Background: an optimization exercise with open tools, aiming at small area and a short achievable clock period. Do not read the settings as production practice.
Where RTL was checked, it was by simulation tests only, not by an equivalence proof against the original.
Power and IR drop assume default switching activity.

== job 7465 ==
## mk_mac
module mk_mac(CLK,
	      RST_N,
	      put_inp_A_a,
	      EN_put_inp_A,
	      RDY_put_inp_A,
	      put_inp_B_b,
	      EN_put_inp_B,
	      RDY_put_inp_B,
	      put_inp_C_c,
	      EN_put_inp_C,
	      RDY_put_inp_C,
	      put_inp_sel_sel,
	      EN_put_inp_sel,
	      RDY_put_inp_sel,
	      get_mac_op,
	      RDY_get_mac_op);
For scale: roughly 2200 cells after synthesis, roughly 110 I/O pins, roughly 24000 um^2 of cells after synthesis.
==> flow/config.mk <==
export PLATFORM = sky130hd
export DESIGN_NAME = mk_mac
export DESIGN_NICKNAME = mk_mac
export VERILOG_FILES = /design/flow/design.v
export SDC_FILE = /design/flow/constraint.sdc
export NUM_CORES = 8
export LEC_CHECK = 0
export ABC_AREA = 0
export CAP_MARGIN = 0
export CORE_MARGIN = 2
export CORE_UTILIZATION = 65
export CTS_CLUSTER_DIAMETER = 100
export CTS_CLUSTER_SIZE = 30
export PLACE_DENSITY = 0.75
export SLEW_MARGIN = 0
==> flow/constraint.sdc <==
create_clock -name core_clock -period 9.0 [get_ports {CLK}]
set_input_delay 1.8000 -clock core_clock [delete_from_list [all_inputs] [get_ports {CLK}]]
set_output_delay 1.8000 -clock core_clock [all_outputs]
set_load 0.01 [all_outputs]
standard.sh (not shown) runs the stock make flow with config.mk's settings and CLKGATE_MAP_FILE= SYNTH_SCRIPT=/design/flow/synth_recipe.tcl, a recipe that flattens the netlist after the stock synthesis.
==> flow/flow/run.sh <==
#!/bin/bash
# Layout flow: the standard synthesis; then the combinational logic of its
# netlist is re-mapped by ABC with every flip-flop instance (name, cell type,
# connections) kept as it is, and the result is checked equivalent to the
# standard netlist (if the check fails, the standard netlist is used); then
# the standard layout steps, with faster port buffers and a tighter
# timing-repair target.  Each tool writes its own log here.
set -e
W=$(pwd)
ABC_D=9.0          # delay target (ps) for the gate sizing in ABC
bash standard.sh synth > synth.log 2>&1

RES=$(dirname "$(find "$W/orfs/results" -name 1_2_yosys.v | head -1)")
LOGD=$(dirname "$(find "$W/orfs/logs" -name 1_2_yosys.log | head -1)")
OBJ=$(dirname "$(find "$W/orfs/objects" -name abc.constr | head -1)")
LIB="$FLOW_HOME/platforms/$FLOW_PLATFORM/lib/sky130_fd_sc_hd__tt_025C_1v80.lib"
YOSYS=$(command -v yosys || echo "$FLOW_HOME/../tools/install/yosys/bin/yosys")
DU=$(grep -o -- '-dont_use [A-Za-z0-9_]*' "$LOGD/1_2_yosys.log" | sort -u | tr '\n' ' ')
KEEP="=sky130_fd_sc_hd__dfxtp_1 =sky130_fd_sc_hd__edfxtp_1 =sky130_fd_sc_hd__conb_1"
cp "$RES/1_2_yosys.v" "$W/std_netlist.v"

sed -e "s#@LIB@#$LIB#g" -e "s#@KEEP@#$KEEP#g" -e "s#@IN@#$W/std_netlist.v#g" \
    -e "s#@SCRIPT@#$W/flow/resyn.abc#g" -e "s#@DU@#$DU#g" -e "s#@CONSTR@#$OBJ/abc.constr#g" \
    -e "s#@D@#$ABC_D#g" -e "s#@OUT@#$W/resyn_netlist.v#g" flow/resyn.ys.in > resyn.ys
sed -e "s#@LIB@#$LIB#g" -e "s#@GOLD@#$W/std_netlist.v#g" -e "s#@GATE@#$W/resyn_netlist.v#g" \
    flow/equiv.ys.in > equiv.ys

if "$YOSYS" -l resyn.log resyn.ys > /dev/null 2>&1 &&
   "$YOSYS" -l equiv.log equiv.ys > /dev/null 2>&1 &&
   grep -q "Equivalence successfully proven" equiv.log; then
  cp "$W/resyn_netlist.v" "$RES/1_2_yosys.v"
  bash standard.sh synth > synth2.log 2>&1
else
  echo "re-mapping not used" > resyn_skipped.txt
fi

bash standard.sh "BUFFER_PORTS_ARGS=-buffer_cell sky130_fd_sc_hd__buf_2" SETUP_SLACK_MARGIN=6.2 finish > layout.log 2>&1
==> flow/flow/resyn.abc <==
strash
&get -n
&st
&syn2
&dch -f
&nf
&put
upsize -c
dnsize -c
Other scripts of this flow, unchanged in this note and not shown: flow/flow/equiv.ys.in, flow/flow/resyn.ys.in
Job 7465: flow completed, timing, DRC and antenna clean
Input-level comparison between job 1456 and job 7465:
==> flow/flow/resyn.abc <==
strash
&get -n
&st
&dch -f
&nf
&st
&dch -f
&nf
&put
buffer -c
upsize -c
dnsize -c
Results
- Having completed the whole flow, job 1456 delivered a layout that passed the timing, design-rule and antenna checks.
- Job 1456 ended up with a higher synthesized cell count than job 7465 did.
- Clock-buffer cell count | job 1456 below job 7465
- A destination of the critical timing path of get_mac_op[13] is what job 7465 shows, while get_mac_op[20] belongs to job 1456.
- Diff job 7465 -> job 1456: core footprint grew by 0.48%; combinational power shrank by about 2%; count of vias placed by the detailed router now larger; initial core utilization now sits higher.
- Looking at job 7465 and job 1456, the clock latency on the worst-skew pair is a wash.
- The length of routed wiring on met1 in job 1456 sits about 4% above the value recorded for job 7465.
The inputs of job 7990 differ from those of job 1456 as listed below.
diff --git a/flow/flow/run.sh b/flow/flow/run.sh
--- a/flow/flow/run.sh
+++ b/flow/flow/run.sh
@@ -35,3 +35,3 @@
 fi
 
-bash standard.sh "BUFFER_PORTS_ARGS=-buffer_cell sky130_fd_sc_hd__buf_2" SETUP_SLACK_MARGIN=6.2 finish > layout.log 2>&1
+bash standard.sh "BUFFER_PORTS_ARGS=-buffer_cell sky130_fd_sc_hd__buf_2" SETUP_SLACK_MARGIN=6.15 finish > layout.log 2>&1
==> flow/flow/resyn.abc <==
strash
&get -n
&st
&syn2
&dch -f
&nf
&put
buffer -c
upsize -c
dnsize -c
Notes after the runs:
- Job 1456 and job 7990 ended up with roughly the same cell count of the worst reg-to-reg path.
- Compared with job 1456, job 7990 ends up with less cell area.
- In job 7990 the net switching power figure turned out 0.039 mW lower than in job 1456.
- Post-synthesis to final-layout area growth: higher on job 1456
- Compared with job 1456, in job 7990 worst slew slack as a fraction of its limit up 0.16 points, total CTS buffers flat.
- Job 7990 vs job 1456 — wire length per cell after detailed routing dropped by a few percent
- Power after layout on job 7990 is down relative to job 1456.
- Going from job 1456 to job 7990, global routing met1 resource utilization shrinks by 2.9 points.
Inputs modified between job 7990 and job 6446:
diff --git a/flow/flow/run.sh b/flow/flow/run.sh
--- a/flow/flow/run.sh
+++ b/flow/flow/run.sh
@@ -35,3 +35,3 @@
 fi
 
-bash standard.sh "BUFFER_PORTS_ARGS=-buffer_cell sky130_fd_sc_hd__buf_2" SETUP_SLACK_MARGIN=6.15 finish > layout.log 2>&1
+bash standard.sh "BUFFER_PORTS_ARGS=-buffer_cell sky130_fd_sc_hd__buf_2" SETUP_SLACK_MARGIN=6.2 finish > layout.log 2>&1
Results
Job 6446 ended with every stage complete and zero timing, DRC or antenna violations.
Per the comparison of job 6446 with job 7990, clock share of power now sits at about the same level, fmax now sits at about the same level, measured slew at the worst slew-check pin now sits lower, share of final layout cell area taken by non-clock buffers now sits at about the same level.
Looking at job 6446 and job 7990, the leakage power figure is a wash.
On number of search-and-repair iterations in the first detailed-routing pass, the higher figure sits with job 6446, not job 7990.
Diff job 6446..job 7990 | post-route fraction of the period consumed by the critical path | negligible
Worst hold slack of job 7990 is on par with job 6446.
As far as critical path depth is concerned, job 6446 and job 7990 perform about the same.
Against job 7990, job 6446 reports a first-iteration DRC count that is higher.
Wire length on met1, job 6446 vs job 7990: up slightly
Input-level comparison between job 9385 and job 6446:
Settings: changing CTS_CLUSTER_SIZE from 30 to 32.
diff --git a/flow/flow/run.sh b/flow/flow/run.sh
--- a/flow/flow/run.sh
+++ b/flow/flow/run.sh
@@ -35,3 +35,3 @@
 fi
 
-bash standard.sh "BUFFER_PORTS_ARGS=-buffer_cell sky130_fd_sc_hd__buf_2" SETUP_SLACK_MARGIN=6.2 finish > layout.log 2>&1
+bash standard.sh "BUFFER_PORTS_ARGS=-buffer_cell sky130_fd_sc_hd__buf_2" SETUP_SLACK_MARGIN=6.15 finish > layout.log 2>&1
==> flow/flow/resyn.abc <==
strash
&get -n
&st
&dch -f
&nf
&st
&dch -f
&nf
&put
buffer -c
upsize -c
dnsize -c
## What came out
- Area of all placed cells without fillers essentially unchanged between job 9385 and job 6446.
- There was hardly any difference in total power between job 6446 and job 9385.
- In job 9385 relative to job 6446, wire length of the first global-routing pass had gone up slightly.
- Diff job 6446..job 9385 | final critical-path share of the clock period | negligible

---

## build 94
Another version of the RTL of mk_mac (not shown whole).
For scale: ~2200 cells after synthesis, roughly 110 I/O pins, ~24000 um2 of cells after synthesis.
export LEC_CHECK = 0
export ABC_AREA = 0
export CAP_MARGIN = 0
export CORE_MARGIN = 2
export CORE_UTILIZATION = 65
export CTS_CLUSTER_DIAMETER = 100
export CTS_CLUSTER_SIZE = 30
export PLACE_DENSITY = 0.75
export SLEW_MARGIN = 0
create_clock -name core_clock -period 9.0 [get_ports {CLK}]
==> flow/flow/run.sh <==
#!/bin/bash
# Layout flow: the standard synthesis; then the combinational logic of its
# netlist is re-mapped by ABC with every flip-flop instance (name, cell type,
# connections) kept as it is, and the result is checked equivalent to the
# standard netlist (if the check fails, the standard netlist is used); then
# the standard layout steps, with faster port buffers and a tighter
# timing-repair target.  Each tool writes its own log here.
set -e
W=$(pwd)
ABC_D=9.0          # delay target (ps) for the gate sizing in ABC
bash standard.sh synth > synth.log 2>&1

RES=$(dirname "$(find "$W/orfs/results" -name 1_2_yosys.v | head -1)")
LOGD=$(dirname "$(find "$W/orfs/logs" -name 1_2_yosys.log | head -1)")
OBJ=$(dirname "$(find "$W/orfs/objects" -name abc.constr | head -1)")
LIB="$FLOW_HOME/platforms/$FLOW_PLATFORM/lib/sky130_fd_sc_hd__tt_025C_1v80.lib"
YOSYS=$(command -v yosys || echo "$FLOW_HOME/../tools/install/yosys/bin/yosys")
DU=$(grep -o -- '-dont_use [A-Za-z0-9_]*' "$LOGD/1_2_yosys.log" | sort -u | tr '\n' ' ')
KEEP="=sky130_fd_sc_hd__dfxtp_1 =sky130_fd_sc_hd__edfxtp_1 =sky130_fd_sc_hd__conb_1"
cp "$RES/1_2_yosys.v" "$W/std_netlist.v"

sed -e "s#@LIB@#$LIB#g" -e "s#@KEEP@#$KEEP#g" -e "s#@IN@#$W/std_netlist.v#g" \
    -e "s#@SCRIPT@#$W/flow/resyn.abc#g" -e "s#@DU@#$DU#g" -e "s#@CONSTR@#$OBJ/abc.constr#g" \
    -e "s#@D@#$ABC_D#g" -e "s#@OUT@#$W/resyn_netlist.v#g" flow/resyn.ys.in > resyn.ys
sed -e "s#@LIB@#$LIB#g" -e "s#@GOLD@#$W/std_netlist.v#g" -e "s#@GATE@#$W/resyn_netlist.v#g" \
    flow/equiv.ys.in > equiv.ys

if "$YOSYS" -l resyn.log resyn.ys > /dev/null 2>&1 &&
   "$YOSYS" -l equiv.log equiv.ys > /dev/null 2>&1 &&
   grep -q "Equivalence successfully proven" equiv.log; then
  cp "$W/resyn_netlist.v" "$RES/1_2_yosys.v"
  bash standard.sh synth > synth2.log 2>&1
else
  echo "re-mapping not used" > resyn_skipped.txt
fi

bash standard.sh "BUFFER_PORTS_ARGS=-buffer_cell sky130_fd_sc_hd__buf_2" SETUP_SLACK_MARGIN=6.15 finish > layout.log 2>&1
==> flow/flow/resyn.abc <==
strash
&get -n
&st
&syn2
&dch -f
&nf
&put
buffer -c
upsize -c
dnsize -c
Other scripts of this flow, unchanged in this note and not shown: flow/flow/equiv.ys.in, flow/flow/resyn.ys.in
Build 94 has completed all stages; timing, DRC and antenna checks passed.
diff inputs: build 94 => build 2
# build 94
export LEC_CHECK = 0
export ABC_AREA = 0
export CAP_MARGIN = 0
export CORE_MARGIN = 2
export CORE_UTILIZATION = 65
export CTS_CLUSTER_DIAMETER = 100
export CTS_CLUSTER_SIZE = 30
export PLACE_DENSITY = 0.75
export SLEW_MARGIN = 0
create_clock -name core_clock -period 9.0 [get_ports {CLK}]
# build 2
export LEC_CHECK = 0
export ABC_AREA = 0
export CAP_MARGIN = 0
export CORE_MARGIN = 2
export CORE_UTILIZATION = 65
export CTS_CLUSTER_DIAMETER = 100
export CTS_CLUSTER_SIZE = 32
export PLACE_DENSITY = 0.75
export SLEW_MARGIN = 0
create_clock -name core_clock -period 9.0 [get_ports {CLK}]
-- flow/flow/resyn.abc --
<<< build 94, line 4
&syn2
>>> build 2, line 4
&dch -f
&nf
&st
Findings:
Between build 2 and build 94, the post-route fraction of the period consumed by the critical path does not differ in any meaningful way. Looking at final instance area, build 2 sits below build 94. Going from build 94 to build 2, peak clock frequency supported by timing now sits at about the same level, violation count after the first detailed-routing iteration shows a reduction of about 20%. Compared build 2 against build 94; via count within noise.
#### Input delta (build 19 over build 2)
# build 2
export LEC_CHECK = 0
export ABC_AREA = 0
export CAP_MARGIN = 0
export CORE_MARGIN = 2
export CORE_UTILIZATION = 65
export CTS_CLUSTER_DIAMETER = 100
export CTS_CLUSTER_SIZE = 32
export PLACE_DENSITY = 0.75
export SLEW_MARGIN = 0
create_clock -name core_clock -period 9.0 [get_ports {CLK}]
# build 19
export LEC_CHECK = 0
export ABC_AREA = 0
export CAP_MARGIN = 0
export CORE_MARGIN = 2
export CORE_UTILIZATION = 70
export CTS_CLUSTER_DIAMETER = 100
export CTS_CLUSTER_SIZE = 30
export PLACE_DENSITY = 0.8
export SLEW_MARGIN = 0
create_clock -name core_clock -period 9.0 [get_ports {CLK}]
[summary]
In build 19, the sequential share of cell area came out 0.20 points below the value in build 2. Compared with build 2, in build 19 switching power of the nets now sits higher; estimated wirelength of the detail-placed design increased about 1.1%; post-route met1 wirelength ~0 delta. Build 19 ended up with a lower part of the total power dissipated in sequential elements than build 2 did. In the metrics for build 19 and build 2, the one carrying the higher final cycle utilization of the critical path is build 19. Clock network fraction of design power came out higher on build 19 than on build 2. Across both runs, first-pass GRT wire length was higher for build 19 than for build 2.
No functional check of the RTL was part of any run of this note.

---

Another version of the RTL of mk_mac (not shown whole).
For scale: ~25000 µm² of cells after synthesis.
==> flow/config.mk <==
export PLATFORM = sky130hd
export DESIGN_NAME = mk_mac
export DESIGN_NICKNAME = mk_mac
export VERILOG_FILES = /design/flow/design.v
export SDC_FILE = /design/flow/constraint.sdc
export NUM_CORES = 8
export LEC_CHECK = 0
export ABC_AREA = 0
export CAP_MARGIN = 20
export CORE_MARGIN = 2
export CORE_UTILIZATION = 65
export CTS_CLUSTER_DIAMETER = 100
export CTS_CLUSTER_SIZE = 30
export PLACE_DENSITY = 0.75
export SLEW_MARGIN = 20
==> flow/constraint.sdc <==
create_clock -name core_clock -period 9.0 [get_ports {CLK}]
set_input_delay 1.8000 -clock core_clock [delete_from_list [all_inputs] [get_ports {CLK}]]
set_output_delay 1.8000 -clock core_clock [all_outputs]
set_load 0.01 [all_outputs]
==> flow/flow/run.sh <==
#!/bin/bash
# Standard synthesis, then the standard layout steps with faster port
# buffers and a tighter timing-repair target.
set -e
bash standard.sh synth > synth.log 2>&1
bash standard.sh "BUFFER_PORTS_ARGS=-buffer_cell sky130_fd_sc_hd__buf_2" SETUP_SLACK_MARGIN=6 finish > layout.log 2>&1
Then changed:
ABC_AREA = 1   (was 0)
CORE_UTILIZATION = 50   (was 65)
PLACE_DENSITY = 0.6   (was 0.75)
Effect: Sequential power hardly moves. Critical path depth fell by 1. Worst setup slack improved by 0.11 ns. Wire length is higher by 16%. Power grows by 2.8%. Final cell count is higher by 29%. Final area rises by 2.9%. Flip-flop and latch count does not change. Via count came out higher by 17%. Sequential share of layout area is lower by 1.5 points.

---

## run 1
Starting RTL as in the previous note.
==> flow/config.mk <==
export PLATFORM = sky130hd
export DESIGN_NAME = mk_mac
export DESIGN_NICKNAME = mk_mac
export VERILOG_FILES = /design/flow/design.v
export SDC_FILE = /design/flow/constraint.sdc
export NUM_CORES = 8
export LEC_CHECK = 0
export ABC_AREA = 0
export CAP_MARGIN = 20
export CORE_MARGIN = 2
export CORE_UTILIZATION = 65
export CTS_CLUSTER_DIAMETER = 100
export CTS_CLUSTER_SIZE = 30
export PLACE_DENSITY = 0.75
export SLEW_MARGIN = 20
==> flow/constraint.sdc <==
create_clock -name core_clock -period 9.0 [get_ports {CLK}]
set_input_delay 1.8000 -clock core_clock [delete_from_list [all_inputs] [get_ports {CLK}]]
set_output_delay 1.8000 -clock core_clock [all_outputs]
set_load 0.01 [all_outputs]
==> flow/flow/run.sh <==
#!/bin/bash
# Standard synthesis, then the standard layout steps with faster port
# buffers and a tighter timing-repair target.
set -e
bash standard.sh synth > synth.log 2>&1
bash standard.sh "BUFFER_PORTS_ARGS=-buffer_cell sky130_fd_sc_hd__buf_2" SETUP_SLACK_MARGIN=6.0 GPL_TIMING_DRIVEN=1 finish > layout.log 2>&1
Run 1: flow completed, timing, DRC and antenna clean
For run 2, these inputs were changed with respect to run 1:
# run 1
export LEC_CHECK = 0
export ABC_AREA = 0
export CAP_MARGIN = 20
export CORE_MARGIN = 2
export CORE_UTILIZATION = 65
export CTS_CLUSTER_DIAMETER = 100
export CTS_CLUSTER_SIZE = 30
export PLACE_DENSITY = 0.75
export SLEW_MARGIN = 20
create_clock -name core_clock -period 9.0 [get_ports {CLK}]
# run 2
export LEC_CHECK = 0
export ABC_AREA = 1
export CAP_MARGIN = 20
export CORE_MARGIN = 2
export CORE_UTILIZATION = 75
export CTS_CLUSTER_DIAMETER = 100
export CTS_CLUSTER_SIZE = 30
export PLACE_DENSITY = 0.85
export SLEW_MARGIN = 20
create_clock -name core_clock -period 9.0 [get_ports {CLK}]
-- flow/flow/run.sh --
<<< run 1, line 6
bash standard.sh "BUFFER_PORTS_ARGS=-buffer_cell sky130_fd_sc_hd__buf_2" SETUP_SLACK_MARGIN=6.0 GPL_TIMING_DRIVEN=1 finish > layout.log 2>&1
>>> run 2, line 6
bash standard.sh "BUFFER_PORTS_ARGS=-buffer_cell sky130_fd_sc_hd__buf_2" SETUP_SLACK_MARGIN=6 finish > layout.log 2>&1
==> results.txt <==
Run 2 finished end to end and its layout was clean on timing, DRC and antenna. Looking at the reports, run 1 completed the entire flow and the layout it produced met the timing, design-rule and antenna checks. Overall routed net length for run 2 is higher than for run 1. For the clock-buffer cell count, run 2 came in about 7.5% lower than run 1 did. Run 2 against run 1: parity-gate share of the synthesized area counting xor and xnor cells fell 1.9 points, die width decreased by about 5% relative to the old numbers.
The inputs of run 3 differ from those of run 2 as listed below.
# run 2
export LEC_CHECK = 0
export ABC_AREA = 1
export CAP_MARGIN = 20
export CORE_MARGIN = 2
export CORE_UTILIZATION = 75
export CTS_CLUSTER_DIAMETER = 100
export CTS_CLUSTER_SIZE = 30
export PLACE_DENSITY = 0.85
export SLEW_MARGIN = 20
create_clock -name core_clock -period 9.0 [get_ports {CLK}]
# run 3
export LEC_CHECK = 0
export ABC_AREA = 0
export CAP_MARGIN = 20
export CORE_MARGIN = 2
export CORE_UTILIZATION = 65
export CTS_CLUSTER_DIAMETER = 100
export CTS_CLUSTER_SIZE = 30
export PLACE_DENSITY = 0.75
export SLEW_MARGIN = 20
create_clock -name core_clock -period 9.0 [get_ports {CLK}]
-- flow/flow/run.sh --
<<< run 2, line 6
bash standard.sh "BUFFER_PORTS_ARGS=-buffer_cell sky130_fd_sc_hd__buf_2" SETUP_SLACK_MARGIN=6 finish > layout.log 2>&1
>>> run 3, line 6
bash standard.sh "BUFFER_PORTS_ARGS=-buffer_cell sky130_fd_sc_hd__buf_2" SETUP_SLACK_MARGIN=6.2 finish > layout.log 2>&1
Notes after the runs:
- Per the comparison of run 3 with run 2, all-layer global routing usage decreased by 8.3 points relative to the old numbers; wire length of the first global-routing pass down about 18%.
- The met2 track demand over resource of run 3 is lower than that of run 2.
- Compared with run 2, run 3 shows a higher depth of the worst register-to-register path.
- Start point of the critical path: rg_B[5] -> run 2, t1_q[1] -> run 3
Setup changes, run 3 to run 4
# run 3
export LEC_CHECK = 0
export ABC_AREA = 0
export CAP_MARGIN = 20
export CORE_MARGIN = 2
export CORE_UTILIZATION = 65
export CTS_CLUSTER_DIAMETER = 100
export CTS_CLUSTER_SIZE = 30
export PLACE_DENSITY = 0.75
export SLEW_MARGIN = 20
create_clock -name core_clock -period 9.0 [get_ports {CLK}]
# run 4
export LEC_CHECK = 0
export ABC_AREA = 1
export CAP_MARGIN = 20
export CORE_MARGIN = 2
export CORE_UTILIZATION = 65
export CTS_CLUSTER_DIAMETER = 100
export CTS_CLUSTER_SIZE = 30
export PLACE_DENSITY = 0.75
export SLEW_MARGIN = 20
create_clock -name core_clock -period 9.0 [get_ports {CLK}]
-- flow/flow/run.sh --
<<< run 3, line 6
bash standard.sh "BUFFER_PORTS_ARGS=-buffer_cell sky130_fd_sc_hd__buf_2" SETUP_SLACK_MARGIN=6.2 finish > layout.log 2>&1
>>> run 4, line 6
bash standard.sh "BUFFER_PORTS_ARGS=-buffer_cell sky130_fd_sc_hd__buf_2" SETUP_SLACK_MARGIN=6.3 finish > layout.log 2>&1
## What came out
Run 4 vs run 3, fraction of the mapped netlist area in adder cells went down by 0.34 points.
In run 4 the worst setup slack turned out 38 ps higher than in run 3.
Between run 4 and run 3, it is run 4 whose layout filler cell count is higher, by 8.4%.
Diff run 3..run 4 | total power consumption of the routed design | negligible
[compare] base=run 3 new=run 4: final cell utilization of the core lower; via density per instance went down; minimum clock period after layout down 38 ps; width of the chip up about 1.8%; area enclosed by the die boundary moved up.
Delta(count of non-filler cells in the finished layout, run 4 - run 3) > 0
For run 5, these inputs were changed with respect to run 4:
# run 4
export LEC_CHECK = 0
export ABC_AREA = 1
export CAP_MARGIN = 20
export CORE_MARGIN = 2
export CORE_UTILIZATION = 65
export CTS_CLUSTER_DIAMETER = 100
export CTS_CLUSTER_SIZE = 30
export PLACE_DENSITY = 0.75
export SLEW_MARGIN = 20
create_clock -name core_clock -period 9.0 [get_ports {CLK}]
# run 5
export LEC_CHECK = 0
export ABC_AREA = 0
export CAP_MARGIN = 20
export CORE_MARGIN = 2
export CORE_UTILIZATION = 65
export CTS_CLUSTER_DIAMETER = 100
export CTS_CLUSTER_SIZE = 30
export PLACE_DENSITY = 0.75
export SLEW_MARGIN = 20
create_clock -name core_clock -period 9.0 [get_ports {CLK}]
-- flow/flow/run.sh --
<<< run 4, line 6
bash standard.sh "BUFFER_PORTS_ARGS=-buffer_cell sky130_fd_sc_hd__buf_2" SETUP_SLACK_MARGIN=6.3 finish > layout.log 2>&1
>>> run 5, line 6
bash standard.sh "BUFFER_PORTS_ARGS=-buffer_cell sky130_fd_sc_hd__buf_2" SETUP_SLACK_MARGIN=6.1 finish > layout.log 2>&1
Notes after the runs:
- Share of synthesized cell area in full adder, half adder and majority cells up 0.34 points in run 5 wrt run 4
- Run comparison: run 4 most common library cell in the layout ignoring fill and taps sky130_fd_sc_hd__nand2_1; run 5 most common library cell in the layout ignoring fill and taps sky130_fd_sc_hd__dfxtp_1
- Changes observed in run 5 relative to run 4: net total in the final layout dropped 20%, weighted congestion at the end of routability-driven global placement dropped 0.029, cell count dropped 19%, post-synthesis average cell area climbed about 27%, cell row count dropped about 1.4%.
- Relative to run 4, final worst-path cycle share increased by 1.8 points in run 5.
- Looking only at count of distinct cell types in the synthesized netlist, and setting everything else aside, the higher value of run 4 and run 5 goes to run 5.
> inputs changed (run 5 -> run 6)
# run 5
export LEC_CHECK = 0
export ABC_AREA = 0
export CAP_MARGIN = 20
export CORE_MARGIN = 2
export CORE_UTILIZATION = 65
export CTS_CLUSTER_DIAMETER = 100
export CTS_CLUSTER_SIZE = 30
export PLACE_DENSITY = 0.75
export SLEW_MARGIN = 20
create_clock -name core_clock -period 9.0 [get_ports {CLK}]
# run 6
export LEC_CHECK = 0
export ABC_AREA = 1
export CAP_MARGIN = 20
export CORE_MARGIN = 2
export CORE_UTILIZATION = 65
export CTS_CLUSTER_DIAMETER = 100
export CTS_CLUSTER_SIZE = 30
export PLACE_DENSITY = 0.75
export SLEW_MARGIN = 20
create_clock -name core_clock -period 9.0 [get_ports {CLK}]
-- flow/flow/run.sh --
<<< run 5, line 6
bash standard.sh "BUFFER_PORTS_ARGS=-buffer_cell sky130_fd_sc_hd__buf_2" SETUP_SLACK_MARGIN=6.1 finish > layout.log 2>&1
>>> run 6, line 6
bash standard.sh "BUFFER_PORTS_ARGS=-buffer_cell sky130_fd_sc_hd__buf_2" SETUP_SLACK_MARGIN=6 finish > layout.log 2>&1
Findings:
No stage failed in run 5, and the final checks on the layout all came back clean.
Run 6 finished every step from synthesis to the final layout, and the layout passed the timing, design-rule and antenna checks.
Run 6: highest cell delay on the worst timing path 190 ps below run 5
Run 6 reports a lower fraction of final layout cells with drive strength greater than 1 than run 5 does.
The sequential cell power in run 6 sits about 1% below the value recorded for run 5.
Summary of run 6 over run 5: routed length on met2 climbed 9.0%, static leakage climbed 15%, net load switching power climbed about 10%.
Between run 6 and run 5, it is run 6 whose post-layout worst setup margin is higher, by 130 ps.
Diff run 5 -> run 6: power consumption +0.31%; cell count higher; count of clock-buffer cells in the layout shows a reduction of about 10%.

[port drivers added, routing unchanged]
The flow's constraints put no driver on any port. The routed layouts listed below were extracted and timed again, unchanged, in two steps.
Step 1 (the two cells are an assumption about what drives the block):
set clk [get_ports {CLK}]
set_driving_cell -lib_cell sky130_fd_sc_hd__clkbuf_16 $clk
set_driving_cell -lib_cell sky130_fd_sc_hd__buf_2 [delete_from_list [all_inputs] $clk]
Step 2, shift: input delay + t, output delay - t, t = (earliest + latest rising clock arrival at the registers) / 2. This alone moves slack from input paths to output paths.
Three values: no drivers, after step 1, after step 2; two values: the first two.
| run | shift t [ns] | setup WS [ns] | worst hold slack (ns) | slew at the worst register clock pin (ns) |
|---|---|---|---|---|
| job 7465 | 0.648 | 6.133 / 6.079 / 6.088 | 0.334 / 0.334 / 0.334 | 0.12 / 0.12 |
| job 1456 | 0.630 | 6.150 / 6.096 / 6.163 | 0.325 / 0.325 / 0.325 | 0.12 / 0.12 |
| job 7990 | 0.631 | 6.152 / 6.097 / 6.143 | 0.329 / 0.329 / 0.329 | 0.11 / 0.11 |
| job 6446 | 0.633 | 6.152 / 6.097 / 6.138 | 0.329 / 0.329 / 0.329 | 0.11 / 0.11 |
| job 9385 | 0.629 | 6.160 / 6.104 / 6.162 | 0.310 / 0.310 / 0.310 | 0.12 / 0.12 |
| build 94 | 0.629 | 6.158 / 6.104 / 6.235 | 0.334 / 0.334 / 0.334 | 0.11 / 0.11 |
| build 2 | 0.622 | 6.152 / 6.096 / 6.278 | 0.322 / 0.322 / 0.322 | 0.12 / 0.12 |
| build 19 | 0.622 | 6.088 / 6.079 / 6.088 | 0.329 / 0.329 / 0.329 | 0.12 / 0.12 |
| the first run of note 3 | 0.649 | 5.975 / 5.975 / 5.975 | 0.330 / 0.330 / 0.330 | 0.11 / 0.11 |
| the second run of note 3 | 0.661 | 6.082 / 6.064 / 6.082 | 0.330 / 0.330 / 0.330 | 0.11 / 0.11 |
| run 1 | 0.649 | 5.975 / 5.975 / 5.975 | 0.330 / 0.330 / 0.330 | 0.11 / 0.11 |
| run 2 | 0.649 | 6.121 / 6.075 / 6.121 | 0.324 / 0.324 / 0.324 | 0.12 / 0.12 |
| run 3 | 0.639 | 6.109 / 6.094 / 6.109 | 0.317 / 0.317 / 0.317 | 0.12 / 0.12 |
| run 4 | 0.647 | 6.147 / 6.092 / 6.131 | 0.333 / 0.333 / 0.333 | 0.12 / 0.12 |
| run 5 | 0.643 | 5.984 / 5.984 / 5.984 | 0.328 / 0.328 / 0.328 | 0.12 / 0.12 |
| run 6 | 0.657 | 6.116 / 6.057 / 6.132 | 0.329 / 0.329 / 0.329 | 0.12 / 0.12 |
After both steps setup and hold are still met in every run listed. For job 7465, which loses most, drivers alone change the setup slack by -0.054 ns; drivers and shift together by -0.045 ns.
